Background: an optimization exercise with open tools, aiming at small area, a short achievable clock period and few clock cycles per item. Do not read the settings as production practice.
Function was checked by simulation only, so behaviour that the tests miss may differ from the original.
Power is estimated from default activity; no workload was simulated.

Setup of v36:
==> flow/design.v (excerpt) <==
module SME ( clk, reset, chardata, isstring, ispattern, valid, match, match_index);
input clk;
input reset;
input [7:0] chardata;
input isstring;
input ispattern;
output valid;
output match;
output [4:0] match_index;
reg valid;
reg match;
reg [4:0] match_index;
reg  [7:0] c_q;         
reg        dot_q, car_q, dol_q, star_q;
reg        str_q, str_q2;
reg        pat_q, pat_q2;
wire in_car  = (chardata == 8'h5E);
wire in_dol  = (chardata == 8'h24);
wire in_dot  = (chardata == 8'h2E);
wire in_star = (chardata == 8'h2A);
always @(posedge clk) begin
	c_q    <= (in_car | in_dol) ? 8'h20 : chardata;
	dot_q  <= in_dot;
	car_q  <= in_car;
	dol_q  <= in_dol;
	star_q <= in_star;
end
always @(posedge clk or posedge reset) begin
	if (reset) begin
		str_q  <= 1'b0;
		str_q2 <= 1'b0;
		pat_q  <= 1'b0;
		pat_q2 <= 1'b0;
	end else begin
		str_q  <= isstring;
		str_q2 <= str_q;
		pat_q  <= ispattern;
		pat_q2 <= pat_q;
	end
end
wire lit_q = !(dot_q | car_q | dol_q | star_q);
reg [7:0] s [0:31];
reg [4:0] len;           
integer n;
always @(posedge clk) begin
	if (str_q) begin
		for (n = 0; n < 31; n = n + 1)
			s[n] <= s[n+1];
		s[31] <= c_q;
		len <= str_q2 ? len + 5'd1 : 5'd1;
	end
end
wire [4:0] len_nxt = str_q ? (str_q2 ? len + 5'd1 : 5'd1) : len;
wire [4:0] lo = 5'd0 - len_nxt;      
reg  [31:0] v;
integer j;
always @(*) begin
	for (j = 0; j < 32; j = j + 1)
		v[j] = (j >= lo);
end
reg [31:0] eq;
always @(*) begin
	for (j = 0; j < 32; j = j + 1)
		eq[j] = (s[j] == c_q);
end
reg  [32:0] m;
reg  [4:0]  base;        
reg         starred;
reg [32:0] pre;
always @(*) begin
	pre[0] = m[0];
	for (j = 1; j < 33; j = j + 1)
		pre[j] = pre[j-1] | m[j];
end
reg [4:0] fs;
always @(*) begin
	fs = 5'd0;
	for (j = 31; j >= 0; j = j - 1)
		if (m[j]) fs = j;
end
wire [4:0] cand = fs + base;
reg [32:0] m_nxt;
always @(*) begin
	m_nxt[0] = (car_q & m[0]) |
	           (dol_q & m[0] & eq[0]) |
	           (star_q & pre[0]);
	for (j = 1; j < 32; j = j + 1)
		m_nxt[j] = ((lit_q | dot_q) & m[j-1] & (dot_q | eq[j-1])) |
		           (car_q & m[j] & (!m[j-1] | eq[j-1])) |
		           (dol_q & m[j] & eq[j]) |
  ...
Size: about 1200 cells after synthesis, about 320 flip-flops.
export LEC_CHECK = 0
export CAP_MARGIN = 20
export CORE_MARGIN = 2
export CORE_UTILIZATION = 40
export CTS_CLUSTER_DIAMETER = 120
export CTS_CLUSTER_SIZE = 24
export SLEW_MARGIN = 20
export TNS_END_PERCENT = 0
create_clock -name core_clock -period 8.0 [get_ports {clk}]
standard.sh (not shown) runs the stock make flow with config.mk's settings and CLKGATE_MAP_FILE= SYNTH_SCRIPT=/design/flow/synth_recipe.tcl, a recipe that flattens the netlist after the stock synthesis.
==> flow/flow/run.sh <==
#!/bin/bash
set -euo pipefail
bash standard.sh SETUP_SLACK_MARGIN=5.7 finish > make_finish.log 2>&1
Testbench counts of v36, summed over its fixed seeds: cycles 114,566, items 8,000.
--- input diff v36..v49 ---
- swapping 0 for 5 in TNS_END_PERCENT
==> flow/flow/run.sh <==
#!/bin/bash
set -euo pipefail
bash standard.sh SETUP_SLACK_MARGIN=6.0 finish > make_finish.log 2>&1
### Flow results
- v49 has completed all stages; timing, DRC and antenna checks passed.
- Looking at path type of the worst setup path, the flop to output port result is from v36; the flop to flop one comes from v49.
- Compared with v36, v49 shows cell-internal power higher by 2.1%.
- The higher minimum clock period after layout came out of v36.
- Final standard cell area without fillers came out higher on v49 than on v36.
Edits applied to the flow inputs when going from v49 to v43:
==> flow/flow/run.sh <==
#!/bin/bash
set -euo pipefail
bash standard.sh SETUP_SLACK_MARGIN=5.7 \
  "CTS_ARGS=-sink_clustering_enable -repair_clock_nets -sink_clustering_size 24 -sink_clustering_max_diameter 120 -sink_clustering_levels 1" \
  finish > make_finish.log 2>&1
### Flow results
- v49 has lower fraction of area in registers than v43.
- There was hardly any difference in worst setup skew after layout between v43 and v49.
- Summary of v43 over v49: total cell area at the placement stage did not really move; largest voltage drop on the vdd net saw a decrease; area taken by multi-input logic gates shows a reduction of 2.1%.
- Lower utilization goes to v43 over v49.
- Between v43 and v49, it is v43 whose met1 usage is lower, by 0.24 points.
- | routed wire length | v43 vs v49 | better |
### v43 -> v29
==> flow/flow/run.sh <==
#!/bin/bash
set -euo pipefail
bash standard.sh SETUP_SLACK_MARGIN=5.4 finish > make_finish.log 2>&1
--- outcome ---
- v29 went all the way through synthesis, placement and routing and the layout is clean on timing, DRC and antenna.
- v29 does worse than v43 on upper clock frequency limit.
- In the metrics for v29 and v43, the one carrying the lower per-cell via count in the routed design is v29.
- Relative to v43, the violation count after the first detailed-routing iteration measured on v29 has decreased by more than 10%.
- v29 vs. v43: post-layout minimum cycle time +120 ps; clock latency on the worst-skew pair essentially unchanged.
### v29 -> v40
- putting SETUP_SLACK_MARGIN at 5 where nothing was set
- clearing TNS_END_PERCENT, which used to be 5
==> flow/run.sh (new file) <==
#!/bin/bash
# synth_recipe.tcl (not shown) runs the flow's synth.tcl, then flattens the netlist and writes it again
# the make line also repeats each setting of config.mk as NAME=value (left out here)
make -C /OpenROAD-flow-scripts/flow DESIGN_CONFIG=/design/flow/config.mk WORK_HOME=/design/flow/orfs CLKGATE_MAP_FILE= SYNTH_SCRIPT=/design/flow/synth_recipe.tcl finish
removed: flow/flow/run.sh
removed: flow/standard.sh
Notes after the runs:
Compared with v29, v40 improves global-route wire length before repair. v40 ends up with a final critical-path required period that is 110 ps higher than in v29. v29: all stages complete, timing, DRC and antenna checks passed. v40 did not stop at any stage, and its layout met the timing, DRC and antenna checks. v29 ended up with m[29]$_DFF_P_ as its launch point of the worst path; v40 ended up with m[30]$_DFF_P_. v29 → v40: cell count dropped about 0.7%; setup slack moved down; final non-filler cell area now sits lower; combinational power decreased about 3%. In v40, the clock skew came out 9.4 ps below the value in v29. v29 consumes more power than v40. Against v29 as the reference, v40 delivers a higher hold slack.
Modified inputs, v48 compared to v40
- removing SETUP_SLACK_MARGIN (formerly 5)
- setting TNS_END_PERCENT to 5 for the first time
==> flow/flow/run.sh (new file) <==
#!/bin/bash
set -euo pipefail
bash standard.sh SETUP_SLACK_MARGIN=5.7 finish > make_finish.log 2>&1
==> flow/standard.sh (new file) <==
#!/bin/bash
# synth_recipe.tcl (not shown) runs the flow's synth.tcl, then flattens the netlist and writes it again
# the make line also repeats each setting of config.mk as NAME=value (left out here)
make -C /OpenROAD-flow-scripts/flow DESIGN_CONFIG=/design/flow/config.mk WORK_HOME=/design/flow/orfs CLKGATE_MAP_FILE= SYNTH_SCRIPT=/design/flow/synth_recipe.tcl "${@:-finish}"
removed: flow/run.sh
==> comparison <==
v48 vs v40, total power went up by 0.95%.
Diff v40..v48 | synthesized cell count | unchanged
v48 vs. v40: area of all placed cells without fillers rose by 170 sq um, total via count after detailed routing saw an increase, first-iteration detailed-routing DRC count has decreased, number of nets in the final layout climbed 1.5%.
Fmax went up by a little under 10% going from v40 to v48.

-- port drivers added, routing unchanged --
No port has a modelled driver above. Below, the same layouts with a new extraction and two added sets of constraints. Step 1 (the two cells are an assumption about what drives the block):
set clk [get_ports {clk}]
set_driving_cell -lib_cell sky130_fd_sc_hd__clkbuf_16 $clk
set_driving_cell -lib_cell sky130_fd_sc_hd__buf_2 [delete_from_list [all_inputs] $clk]
Step 2 moves the port delays by t, midway between the first and last clock arrival at a register: inputs arrive t later, outputs are due t later. That takes back most of the time a late clock gives input paths. Three values: ideal ports, drivers, drivers and shift; two values: the first two.
| run | t, ns | setup slack, ns | clock arrival spread, ns | worst slew at a driven data input, ns | pins driven straight from the clock port |
|---|---|---|---|---|---|
| v36 | 0.567 | 5.198 / 5.145 / 4.971 | 0.020 / 0.020 | 0.04 | 1 |
| v49 | 0.565 | 5.257 / 5.256 / 4.959 | 0.028 / 0.028 | 0.03 | 1 |
| v43 | 0.561 | 5.251 / 5.251 / 4.958 | 0.029 / 0.029 | 0.03 | 1 |
| v29 | 0.574 | 5.132 / 5.132 / 4.889 | 0.027 / 0.027 | 0.07 | 1 |
| v40 | 0.573 | 5.021 / 5.021 / 4.950 | 0.021 / 0.021 | 0.03 | 1 |
| v48 | 0.561 | 5.251 / 5.251 / 4.958 | 0.029 / 0.029 | 0.03 | 1 |
After both steps every run listed still meets setup and hold. The setup slack of v49, which loses most, moves by -0.001 ns with the drivers and by -0.298 ns with both steps.
